This design comes from an exercise in tuning for small area and a short achievable clock period on the open sky130 flow, not from production work.
No run shown here included a check of the RTL's function; only the layout flow was run.

==> flow/design.v, too long to show whole: its modules and the start of the top module <==
// module lms_adapt_filt_4tap: 2147 lines
// module lms_ustep: 72 lines
// module lms_hupd: 8 lines
// module lms_esub: 5 lines
// module lms_nsub: 5 lines
// module lms_fa: 6 lines
// module lms_ha: 6 lines
// module lms_aoi: 5 lines
// module lms_oai: 5 lines
// module lms_aoi21: 5 lines
// module lms_oai21: 5 lines
// module lms_nand: 5 lines
// module lms_nor: 5 lines
// module lms_and: 5 lines
// module lms_ao21: 5 lines
// module lms_xor: 5 lines
// module lms_xnor: 5 lines
// module lms_bpp: 5 lines
module lms_adapt_filt_4tap (clk,rst,xin,din,errr,filt_out);
  // ...
==> flow/flow/run.sh <==
#!/bin/bash
# The standard layout, with buf_1 cells as the port buffers (the timing
# repair upsizes the ones on critical paths).
set -euo pipefail
bash standard.sh "BUFFER_PORTS_ARGS=-buffer_cell sky130_fd_sc_hd__buf_1" finish > standard.log 2>&1
==> flow/standard.sh <==
#!/bin/bash
# synth_recipe.tcl (not shown) runs the flow's synth.tcl, then flattens the netlist and writes it again
# the make line also repeats each setting of config.mk as NAME=value (left out here)
make -C /OpenROAD-flow-scripts/flow DESIGN_CONFIG=/design/flow/config.mk WORK_HOME=/design/flow/orfs CLKGATE_MAP_FILE= SYNTH_SCRIPT=/design/flow/synth_recipe.tcl "${@:-finish}"
==> flow/config.mk <==
export PLATFORM = sky130hd
export DESIGN_NAME = lms_adapt_filt_4tap
export DESIGN_NICKNAME = lms_adapt_filt_4tap
export VERILOG_FILES = /design/flow/design.v
export SDC_FILE = /design/flow/constraint.sdc
export NUM_CORES = 4
export LEC_CHECK = 0
export CAP_MARGIN = 20
export CORE_MARGIN = 2
export CORE_UTILIZATION = 40
export SETUP_SLACK_MARGIN = 5
export SLEW_MARGIN = 20
export SYNTH_HIERARCHICAL = 1
==> flow/constraint.sdc <==
create_clock -name core_clock -period 12.0 [get_ports {clk}]
set_input_delay 2.4000 -clock core_clock [delete_from_list [all_inputs] [get_ports {clk}]]
set_output_delay 2.4000 -clock core_clock [all_outputs]
set_load 0.01 [all_outputs]
==> qor.yml, run 1 <==
critical_path:
  max_stage_delay_ps: 580
  worstPathRequired_ps: 12240
  r2r-end: "y[9]"
finish:
  ff_latch_area_um2: 2660
  multi_input_area_share_pct: 70.2
  inverters: 88
  final_common_cell: "xor2_1"
  biggestCellCategory: "multi-input combinational cells"
sta:
  finalHoldViolCount: 0
  fmax_mhz: 149
  setup_ws_ps: 5270
  period_minus_slack_ps: 6730
min_path:
  min_to: "x2[6]"
placement:
  routabilityCongestion: 0.849
yosys:
  synth-xor-area-share_pct: 30.1
  yosys_warnings: 7
run_status:
  status: "complete, no violations"
floorplan:
  fp.dieH_um: 182
  row_count: 65
grt:
  use_met3_pct: 2.83
route:
  detail_route.wl_per_cell_um: 18.5
  first_pass_iters: 6
==> run 2: changes to the inputs <==
--- a/flow/design.v
+++ b/flow/design.v
@@ -16,17 +16,17 @@
     wire n4 = ~y[3];
     wire n5 = ~y[4];
     wire n6 = ~y[5];
     wire n7 = ~y[6];
     wire n8 = ~y[7];
     wire n9 = ~y[8];
     wire n10 = ~y[9];
     wire n11_0;
-    lms_xor u11 (din[9], n10, n11_0);
+    lms_xor u11 (n10, din[9], n11_0);
     wire n12 = ~(din[0] ^ n1);
     wire n13 = din[0] | n1;
     wire n14_0;
     lms_xor u14 (din[1], n2, n14_0);
     wire n15 = din[1] & n2;
     wire n16_0;
     lms_xor u16 (din[2], n3, n16_0);
     wire n17 = din[2] & n3;
@@ -122,37 +122,36 @@
     wire n91 = (x4[7] & ~x4[6] & ~x4[5]) | (~x4[7] & x4[6] & x4[5]);
     wire n92 = ~q0[2];
     wire n93 = ~q0[3];
     wire n94 = ~q0[4];
     wire n95 = ~q0[5];
     wire n96_0, n96_1;
     lms_ha u96 (hb0[0], q0[0], n96_0, n96_1);
     wire n97_0, n97_1;
-    lms_fa u97 (hb0[1], q0[1], n96_1, n97_0, n97_1);
+    lms_fa u97 (hb0[1], q0[1], n93, n97_0, n97_1);
     wire n98_0, n98_1;
-    lms_fa u98 (hb0[2], q0[2], n97_1, n98_0, n98_1);
+    lms_fa u98 (hb0[2], q0[2], n94, n98_0, n98_1);
     wire n99_0, n99_1;
     lms_fa u99 (hb0[3], q0[3], n95, n99_0, n99_1);
     wire n100_0, n100_1;
     lms_fa u100 (hb0[4], q0[4], n95, n100_0, n100_1);
     wire n101 = ~hb0[5];
     wire n102 = ~hb0[6];
-    wire n103_0;
-    lms_xor u103 (hb0[7], 1'b1, n103_0);
+    wire n103 = ~hb0[7];
     wire n104_0;
-    lms_xor u104 (n103_0, hb0[6], n104_0);
+    lms_xor u104 (n103, hb0[6], n104_0);
     wire n105 = ~(n92 ^ n96_0);
     wire n106 = n92 | n96_0;
     wire n107_0;
-    lms_xor u107 (n93, n97_0, n107_0);
-    wire n108 = n93 & n97_0;
+    lms_xor u107 (n96_1, n97_0, n107_0);
+    wire n108 = n96_1 & n97_0;
     wire n109_0;
-    lms_xor u109 (n94, n98_0, n109_0);
-    wire n110 = n94 & n98_0;
+    lms_xor u109 (n97_1, n98_0, n109_0);
+    wire n110 = n97_1 & n98_0;
     wire n111_0;
     lms_xor u111 (n98_1, n99_0, n111_0);
     wire n112 = n98_1 & n99_0;
     wire n113_0;
     lms_xor u113 (n99_1, n100_0, n113_0);
     wire n114 = n99_1 & n100_0;
     wire n115_0;
     lms_xor u115 (n100_1, n101, n115_0);
@@ -199,37 +198,36 @@
     wire [7:0] n148 = {n147_0, n146_0, n145_0, n144_0, n143_0, n142_0, n141_0, n105};
     wire n149 = ~q1[2];
     wire n150 = ~q1[3];
     wire n151 = ~q1[4];
     wire n152 = ~q1[5];
     wire n153_0, n153_1;
     lms_ha u153 (hb1[0], q1[0], n153_0, n153_1);
     wire n154_0, n154_1;
-    lms_fa u154 (hb1[1], q1[1], n153_1, n154_0, n154_1);
+    lms_fa u154 (hb1[1], q1[1], n150, n154_0, n154_1);
     wire n155_0, n155_1;
-    lms_fa u155 (hb1[2], q1[2], n154_1, n155_0, n155_1);
+    lms_fa u155 (hb1[2], q1[2], n151, n155_0, n155_1);
     wire n156_0, n156_1;
     lms_fa u156 (hb1[3], q1[3], n152, n156_0, n156_1);
     wire n157_0, n157_1;
     lms_fa u157 (hb1[4], q1[4], n152, n157_0, n157_1);
     wire n158 = ~hb1[5];
     wire n159 = ~hb1[6];
-    wire n160_0;
-    lms_xor u160 (hb1[7], 1'b1, n160_0);
+    wire n160 = ~hb1[7];
     wire n161_0;
-    lms_xor u161 (n160_0, hb1[6], n161_0);
+    lms_xor u161 (n160, hb1[6], n161_0);
     wire n162 = ~(n149 ^ n153_0);
     wire n163 = n149 | n153_0;
     wire n164_0;
-    lms_xor u164 (n150, n154_0, n164_0);
-    wire n165 = n150 & n154_0;
+    lms_xor u164 (n153_1, n154_0, n164_0);
+    wire n165 = n153_1 & n154_0;
     wire n166_0;
-    lms_xor u166 (n151, n155_0, n166_0);
-    wire n167 = n151 & n155_0;
+    lms_xor u166 (n154_1, n155_0, n166_0);
+    wire n167 = n154_1 & n155_0;
     wire n168_0;
     lms_xor u168 (n155_1, n156_0, n168_0);
     wire n169 = n155_1 & n156_0;
     wire n170_0;
     lms_xor u170 (n156_1, n157_0, n170_0);
     wire n171 = n156_1 & n157_0;
     wire n172_0;
     lms_xor u172 (n157_1, n158, n172_0);
@@ -276,37 +274,36 @@
     wire [7:0] n205 = {n204_0, n203_0, n202_0, n201_0, n200_0, n199_0, n198_0, n162};
     wire n206 = ~q2[2];
     wire n207 = ~q2[3];
     wire n208 = ~q2[4];
     wire n209 = ~q2[5];
     wire n210_0, n210_1;
     lms_ha u210 (hb2[0], q2[0], n210_0, n210_1);
     wire n211_0, n211_1;
-    lms_fa u211 (hb2[1], q2[1], n210_1, n211_0, n211_1);
+    lms_fa u211 (hb2[1], q2[1], n207, n211_0, n211_1);
     wire n212_0, n212_1;
-    lms_fa u212 (hb2[2], q2[2], n211_1, n212_0, n212_1);
+    lms_fa u212 (hb2[2], q2[2], n208, n212_0, n212_1);
     wire n213_0, n213_1;
     lms_fa u213 (hb2[3], q2[3], n209, n213_0, n213_1);
     wire n214_0, n214_1;
     lms_fa u214 (hb2[4], q2[4], n209, n214_0, n214_1);
     wire n215 = ~hb2[5];
     wire n216 = ~hb2[6];
-    wire n217_0;
-    lms_xor u217 (hb2[7], 1'b1, n217_0);
+    wire n217 = ~hb2[7];
     wire n218_0;
-    lms_xor u218 (n217_0, hb2[6], n218_0);
+    lms_xor u218 (n217, hb2[6], n218_0);
     wire n219 = ~(n206 ^ n210_0);
     wire n220 = n206 | n210_0;
     wire n221_0;
-    lms_xor u221 (n207, n211_0, n221_0);
-    wire n222 = n207 & n211_0;
+    lms_xor u221 (n210_1, n211_0, n221_0);
+    wire n222 = n210_1 & n211_0;
     wire n223_0;
-    lms_xor u223 (n208, n212_0, n223_0);
-    wire n224 = n208 & n212_0;
+    lms_xor u223 (n211_1, n212_0, n223_0);
+    wire n224 = n211_1 & n212_0;
     wire n225_0;
     lms_xor u225 (n212_1, n213_0, n225_0);
     wire n226 = n212_1 & n213_0;
     wire n227_0;
     lms_xor u227 (n213_1, n214_0, n227_0);
     wire n228 = n213_1 & n214_0;
     wire n229_0;
     lms_xor u229 (n214_1, n215, n229_0);
@@ -353,37 +350,36 @@
     wire [7:0] n262 = {n261_0, n260_0, n259_0, n258_0, n257_0, n256_0, n255_0, n219};
     wire n263 = ~q3[2];
     wire n264 = ~q3[3];
     wire n265 = ~q3[4];
     wire n266 = ~q3[5];
     wire n267_0, n267_1;
     lms_ha u267 (hb3[0], q3[0], n267_0, n267_1);
     wire n268_0, n268_1;
-    lms_fa u268 (hb3[1], q3[1], n267_1, n268_0, n268_1);
+    lms_fa u268 (hb3[1], q3[1], n264, n268_0, n268_1);
     wire n269_0, n269_1;
-    lms_fa u269 (hb3[2], q3[2], n268_1, n269_0, n269_1);
+    lms_fa u269 (hb3[2], q3[2], n265, n269_0, n269_1);
     wire n270_0, n270_1;
     lms_fa u270 (hb3[3], q3[3], n266, n270_0, n270_1);
     wire n271_0, n271_1;
     lms_fa u271 (hb3[4], q3[4], n266, n271_0, n271_1);
     wire n272 = ~hb3[5];
     wire n273 = ~hb3[6];
-    wire n274_0;
-    lms_xor u274 (hb3[7], 1'b1, n274_0);
+    wire n274 = ~hb3[7];
     wire n275_0;
-    lms_xor u275 (n274_0, hb3[6], n275_0);
+    lms_xor u275 (n274, hb3[6], n275_0);
     wire n276 = ~(n263 ^ n267_0);
     wire n277 = n263 | n267_0;
     wire n278_0;
-    lms_xor u278 (n264, n268_0, n278_0);
-    wire n279 = n264 & n268_0;
+    lms_xor u278 (n267_1, n268_0, n278_0);
+    wire n279 = n267_1 & n268_0;
     wire n280_0;
-    lms_xor u280 (n265, n269_0, n280_0);
-    wire n281 = n265 & n269_0;
+    lms_xor u280 (n268_1, n269_0, n280_0);
+    wire n281 = n268_1 & n269_0;
     wire n282_0;
     lms_xor u282 (n269_1, n270_0, n282_0);
     wire n283 = n269_1 & n270_0;
     wire n284_0;
     lms_xor u284 (n270_1, n271_0, n284_0);
     wire n285 = n270_1 & n271_0;
     wire n286_0;
     lms_xor u286 (n271_1, n272, n286_0);
@@ -890,39 +886,39 @@
     lms_xor u589 (n588_0, x3[7], n589_0);
     wire n590_0;
     lms_oai u590 (n534, n584, n531, n585, n590_0);
     wire n591_0;
     lms_xor u591 (n590_0, x3[7], n591_0);
     wire n592_0, n592_1;
     lms_fa u592 (x0[1], x1[1], x2[1], n592_0, n592_1);
     wire n593_0, n593_1;
-    lms_fa u593 (x3[1], n592_0, n320, n593_0, n593_1);
+    lms_fa u593 (x3[1], n320, n388, n593_0, n593_1);
     wire n594_0, n594_1;
-    lms_fa u594 (n388, n456, n524, n594_0, n594_1);
+    lms_fa u594 (n456, n524, n592_0, n594_0, n594_1);
     wire n595_0, n595_1;
-    lms_fa u595 (n592_1, n593_1, n594_1, n595_0, n595_1);
+    lms_fa u595 (n592_1, n593_1, n326_0, n595_0, n595_1);
     wire n596_0, n596_1;
-    lms_fa u596 (n326_0, n394_0, n462_0, n596_0, n596_1);
+    lms_fa u596 (n394_0, n462_0, n530_0, n596_0, n596_1);
     wire n597_0, n597_1;
-    lms_ha u597 (n530_0, n595_0, n597_0, n597_1);
+    lms_ha u597 (n594_1, n595_0, n597_0, n597_1);
     wire n598_0, n598_1;
     lms_fa u598 (x0[3], x1[3], x2[3], n598_0, n598_1);
     wire n599_0, n599_1;
-    lms_fa u599 (x3[3], n598_0, n349, n599_0, n599_1);
+    lms_fa u599 (x3[3], n349, n417, n599_0, n599_1);
     wire n600_0, n600_1;
-    lms_fa u600 (n417, n485, n553, n600_0, n600_1);
+    lms_fa u600 (n485, n553, n598_0, n600_0, n600_1);
     wire n601_0, n601_1;
     lms_fa u601 (n329_0, n397_0, n465_0, n601_0, n601_1);
     wire n602_0, n602_1;
     lms_fa u602 (n533_0, n599_0, n600_0, n602_0, n602_1);
     wire n603_0, n603_1;
     lms_fa u603 (n595_1, n596_1, n601_0, n603_0, n603_1);
     wire n604_0, n604_1;
-    lms_ha u604 (n602_0, n597_1, n604_0, n604_1);
+    lms_ha u604 (n597_1, n602_0, n604_0, n604_1);
     wire n605_0, n605_1;
     lms_fa u605 (n598_1, n332_0, n353_0, n605_0, n605_1);
     wire n606_0, n606_1;
     lms_fa u606 (n400_0, n421_0, n468_0, n606_0, n606_1);
     wire n607_0, n607_1;
     lms_fa u607 (n489_0, n536_0, n557_0, n607_0, n607_1);
     wire n608_0, n608_1;
     lms_fa u608 (n599_1, n600_1, n601_1, n608_0, n608_1);
@@ -930,19 +926,19 @@
     lms_fa u609 (n605_0, n606_0, n607_0, n609_0, n609_1);
     wire n610_0, n610_1;
     lms_fa u610 (n602_1, n603_1, n608_0, n610_0, n610_1);
     wire n611_0, n611_1;
     lms_ha u611 (n609_0, n604_1, n611_0, n611_1);
     wire n612_0, n612_1;
     lms_fa u612 (x0[5], x1[5], x2[5], n612_0, n612_1);
     wire n613_0, n613_1;
-    lms_fa u613 (x3[5], n612_0, n366, n613_0, n613_1);
+    lms_fa u613 (x3[5], n366, n434, n613_0, n613_1);
     wire n614_0, n614_1;
-    lms_fa u614 (n434, n502, n570, n614_0, n614_1);
+    lms_fa u614 (n502, n570, n612_0, n614_0, n614_1);
     wire n615_0, n615_1;
     lms_fa u615 (n335_0, n355_0, n403_0, n615_0, n615_1);
     wire n616_0, n616_1;
     lms_fa u616 (n423_0, n471_0, n491_0, n616_0, n616_1);
     wire n617_0, n617_1;
     lms_fa u617 (n539_0, n559_0, n613_0, n617_0, n617_1);
     wire n618_0, n618_1;
     lms_fa u618 (n614_0, n605_1, n606_1, n618_0, n618_1);
@@ -964,29 +960,29 @@
     lms_fa u626 (n506_0, n542_0, n561_0, n626_0, n626_1);
     wire n627_0, n627_1;
     lms_fa u627 (n574_0, n613_1, n614_1, n627_0, n627_1);
     wire n628_0, n628_1;
     lms_fa u628 (n615_1, n616_1, n623_0, n628_0, n628_1);
     wire n629_0, n629_1;
     lms_fa u629 (n624_0, n625_0, n626_0, n629_0, n629_1);
     wire n630_0, n630_1;
-    lms_fa u630 (n627_0, n617_1, n618_1, n630_0, n630_1);
+    lms_fa u630 (n617_1, n627_0, n618_1, n630_0, n630_1);
     wire n631_0, n631_1;
     lms_fa u631 (n619_1, n628_0, n629_0, n631_0, n631_1);
     wire n632_0, n632_1;
     lms_fa u632 (n620_1, n630_0, n631_0, n632_0, n632_1);
     wire n633_0, n633_1;
-    lms_ha u633 (n622_1, n621_1, n633_0, n633_1);
+    lms_ha u633 (n621_1, n622_1, n633_0, n633_1);
     wire n634_0, n634_1;
     lms_fa u634 (x0[7], x1[7], x2[7], n634_0, n634_1);
     wire n635_0, n635_1;
-    lms_fa u635 (x3[7], n634_0, n379, n635_0, n635_1);
+    lms_fa u635 (x3[7], n379, n447, n635_0, n635_1);
     wire n636_0, n636_1;
-    lms_fa u636 (n447, n515, n583, n636_0, n636_1);
+    lms_fa u636 (n515, n583, n634_0, n636_0, n636_1);
     wire n637_0, n637_1;
     lms_fa u637 (n341_0, n359_0, n372_0, n637_0, n637_1);
     wire n638_0, n638_1;
     lms_fa u638 (n409_0, n427_0, n440_0, n638_0, n638_1);
     wire n639_0, n639_1;
     lms_fa u639 (n477_0, n495_0, n508_0, n639_0, n639_1);
     wire n640_0, n640_1;
     lms_fa u640 (n545_0, n563_0, n576_0, n640_0, n640_1);
==> qor.yml, run 2 <==
sta:
  slew_headroom_pct: 31.9  # was 28.7%
  fin_crit_sh_pct: 56.1  # about the same
  setup_tns_ps: 0  # unchanged
  slew_violations: 0  # unchanged
  setup_viol: 0  # unchanged
  fin_skew_ps: 9.92  # was 10.3 ps
  rsz0062_at_grt: "no"  # unchanged
  period_minus_slack_ps: 6730  # about the same
  fmax_mhz: 149  # about the same
  finalHoldViolCount: 0  # unchanged
  tightest_slew_ps: 1010  # was 1070 ps
yosys:
  yosysMostFrequentCell: "xor2_1"  # unchanged
  ys_types: 40  # was 43
  yosys.area.top_type: "xor2_1"  # unchanged
  ys_seq_area_share_pct: 20.9  # about the same
  synth_area_per_cell_um2: 9.98  # was 9.96 um2
  yosys_warnings: 7  # unchanged
  synthFlopType: "dfrtp_1"  # unchanged
  synth_enable_flop_cells: 0  # unchanged
  ys_top_cells_by_count: "xor2_1 (414), o22ai_1 (192), fa_1 (127), dfrtp_1 (102), inv_1 (95)"  # was xor2_1 (418), o22ai_1 (192), fa_1 (127), dfrtp_1 (102), inv_1 (86)
  yosys-top-cells-area: "xor2_1 (29%), dfrtp_1 (20%), fa_1 (20%), o22ai_1 (9.5%), ha_1 (4.4%)"  # unchanged
  syn_inst: 1273  # was 1,276
  synthArstFlopShare_pct: 100  # unchanged
  ys_seq_elements: 106  # unchanged
  netlist_area_um2: 12700  # about the same
  synth_top_area_share_pct: 28.6  # was 28.8%
clocking:
  clkTransAtPathRegs_ps: 80  # about the same
  clock-root-buffer: "clkbuf_16"  # unchanged
  clk_path_buf_depth: 2  # unchanged
  cts.sinks: 106  # unchanged
  cts_tree: "done"  # unchanged
  insertion_delay_ps: 370  # was 360 ps
  numCtsBuffers: 9  # unchanged
  postCtsSetupBuffers: 0  # unchanged
  cts_max_level: 3  # unchanged
route:
  route.vias.total: 9516  # was 9,521
  remaining_drc_errors: 0  # unchanged
  viasPerCell: 5.49  # was 5.48
  drt-total-wl_um: 32400  # was 32,100 um
  postRouteAntennaNets: 0  # unchanged
  detail_route.wl_per_cell_um: 18.7  # was 18.5 um
  first_pass_iters: 5  # was 6
  drt_iter0_markers: 699  # was 863
placement:
  routabilityCongestion: 0.859  # was 0.849
  hpwl_um: 24100  # about the same
  io_buffers: 39  # unchanged
run_status:
  status: "complete, no violations"  # unchanged
grt:
  grt_pass1_wl_um: 52900  # was 52,700 um
  grt_max_degree: 58  # was 71
  grt.total_usage_pct: 20.2  # was 20.0%
  grt_pass1_vias: 9641  # was 9,856
  grt_overflow: 0  # unchanged
  antenna_found_initial: 0  # unchanged
finish:
  nFillCells: 3032  # was 3,004
  final_nets: 1517  # was 1,522
  final_common_cell: "xor2_1"  # unchanged
  regMostFlops: "y"  # unchanged
  syn_to_final_growth_pct: 8.08  # was 8.37%
  ff_latch_area_um2: 2660  # unchanged
  largest_reg_flops: 10  # unchanged
  final_cell_mix: "xor2_1 (413), o22ai_1 (192), fa_1 (127)"  # was xor2_1 (413), o22ai_1 (190), fa_1 (125)
  drive_above_1_share_pct: 4.29  # was 5.02%
  diodes: 0  # unchanged
  multi_input_area_um2: 9550  # was 9670 um2
critical_path:
  worstSetupEndpointType: "output pin"  # was flop
  worstPathRequired_ps: 9600  # was 12,240 ps
  critPathLaunchType: "primary input"  # was flop
  arrival_ps: 4330  # was 6970 ps
  path_max_fanout: 3  # was 6
  path_class: "primary input to output pin"  # was flop to flop
  ff2ff_setup_slack_ps: 5380  # was 5270 ps
floorplan:
  dieArea_um2: 33200  # about the same
  coreArea_um2: 31400  # unchanged
  io_pins: 40  # unchanged
  die_x_um: 182  # about the same
  initial_core_util_pct: 40.5  # about the same
  row_count: 65  # unchanged
  fp.dieH_um: 182  # about the same
job:
  drv_cap: 0  # unchanged
min_path:
  hp-class: "flop to flop"  # unchanged
[run 2: cell types whose count changed after synthesis, moves of 5 or more]
cell,change
inv_1,+9
nand2b_1,-7
a22o_1,+6
nand3_1,-6
and3_1,+5
nand2_1,-5
[run 2: timing repair]
| action | CTS | global route |
|---|---|---|
| setup endpoints to repair | 0 | 1 |
| gates resized for setup | 0 | 1 |
| hold buffers | 0 | 0 |
[run 2: metrics by stage]
step	hold slack [ps]	instances	cell area, um2	setup slack [ps]	utilization (%)
floorplan	374	1273	12700	5730	-
CTS	447	1732	13700	5280	43.7
detailed placement	428	1716	13400	5120	42.7
global route	478	1732	13700	5040	43.7
global placement	419	1716	13400	5220	42.7
finish	446	1732	13700	5270	43.7
[run 2: final cells by class]
type	instances	share of cell area, %
Clock inverter	7	0.538
Inverter	100	2.75
Tap cell	402	3.66
Timing Repair Buffer	65	2.49
Sequential cell	106	19.4
Clock buffer	9	1.64
Multi-Input combinational cell	1043	69.6
[run 2: modules after synthesis (local to each module, per instance)]
module	cells	times used	cell area [um2]
lms_adapt_filt_4tap	524	1	5040
lms_fa	1	127	20.0
lms_ha	1	40	12.5
lms_xor	1	390	8.76
lms_oai	1	192	6.26
[run 2: critical path: stages]
cell       delay (ps)
buf_1             140
xor2_1            280
nand2_1            90
a21oi_1           160
o2111ai_1         190
a31oi_1           490
a22o_1            230
xor2_1            180
buf_1             180
[run 2: kinds of logic (layout without fill, tap and decap cells)]
logic type / after synthesis / after routing / share of synthesized area [%]
fa+ha+maj: 172 / 172 / 24.5
compound gates: 291 / 291 / 15.5
simple gates: 147 / 147 / 5.32
buf+inv: 124 / 181 / 3.96
xor+xnor: 433 / 433 / 29.9
flops: 106 / 106 / 20.9
[run 2: worst paths after layout]
path | startpoint | to | depth (start not counted)
worst max-delay path | din[2] | errr[9] | 9
worst min-delay path | x1[6] | x2[6] | 0
worst max register to register | q1[3] | y[9] | 23
worst min register to register | x1[6] | x2[6] | 0
max in group asynchronous | rst | x3[3] | 3
min in group asynchronous | rst | hb0[4] | 2
[run 2: per-layer routing]
layer,vias up,GRT usage [%],wire [um]
li1,4469,-,-
met1,4731,28.9,14700
met2,281,31.3,15000
met3,35,3.35,1890
met4,0,6.45,762
met5,-,0,0

## what the ideal ports hide
No port has a modelled driver above. Below, the same layouts with a new extraction and two added sets of constraints. Step 1 (the two cells are an assumption about what drives the block):
set clk [get_ports {clk}]
set_driving_cell -lib_cell sky130_fd_sc_hd__clkbuf_16 $clk
set_driving_cell -lib_cell sky130_fd_sc_hd__buf_2 [delete_from_list [all_inputs] $clk]
Step 2 adds t to the input delays and takes it off the output delays; t is the mean of the earliest and latest rising clock arrival at the registers after step 1. Input paths then give back, and output paths get back, about the clock's delay inside the block. Three values: ideal, step 1, step 2; two values: the first two.
run | t (ns) | setup WS [ns] | worst slew at a driven data input, ns | cell pins on the clock port's net
run 1 | 0.405 | 5.271 / 5.271 / 5.064 | 0.04 | 1
run 2 | 0.410 | 5.273 / 5.250 / 5.003 | 0.04 | 1
After both steps setup and hold are still met in every run listed. For run 2, which loses most, drivers alone change the setup slack by -0.023 ns; drivers and shift together by -0.270 ns.
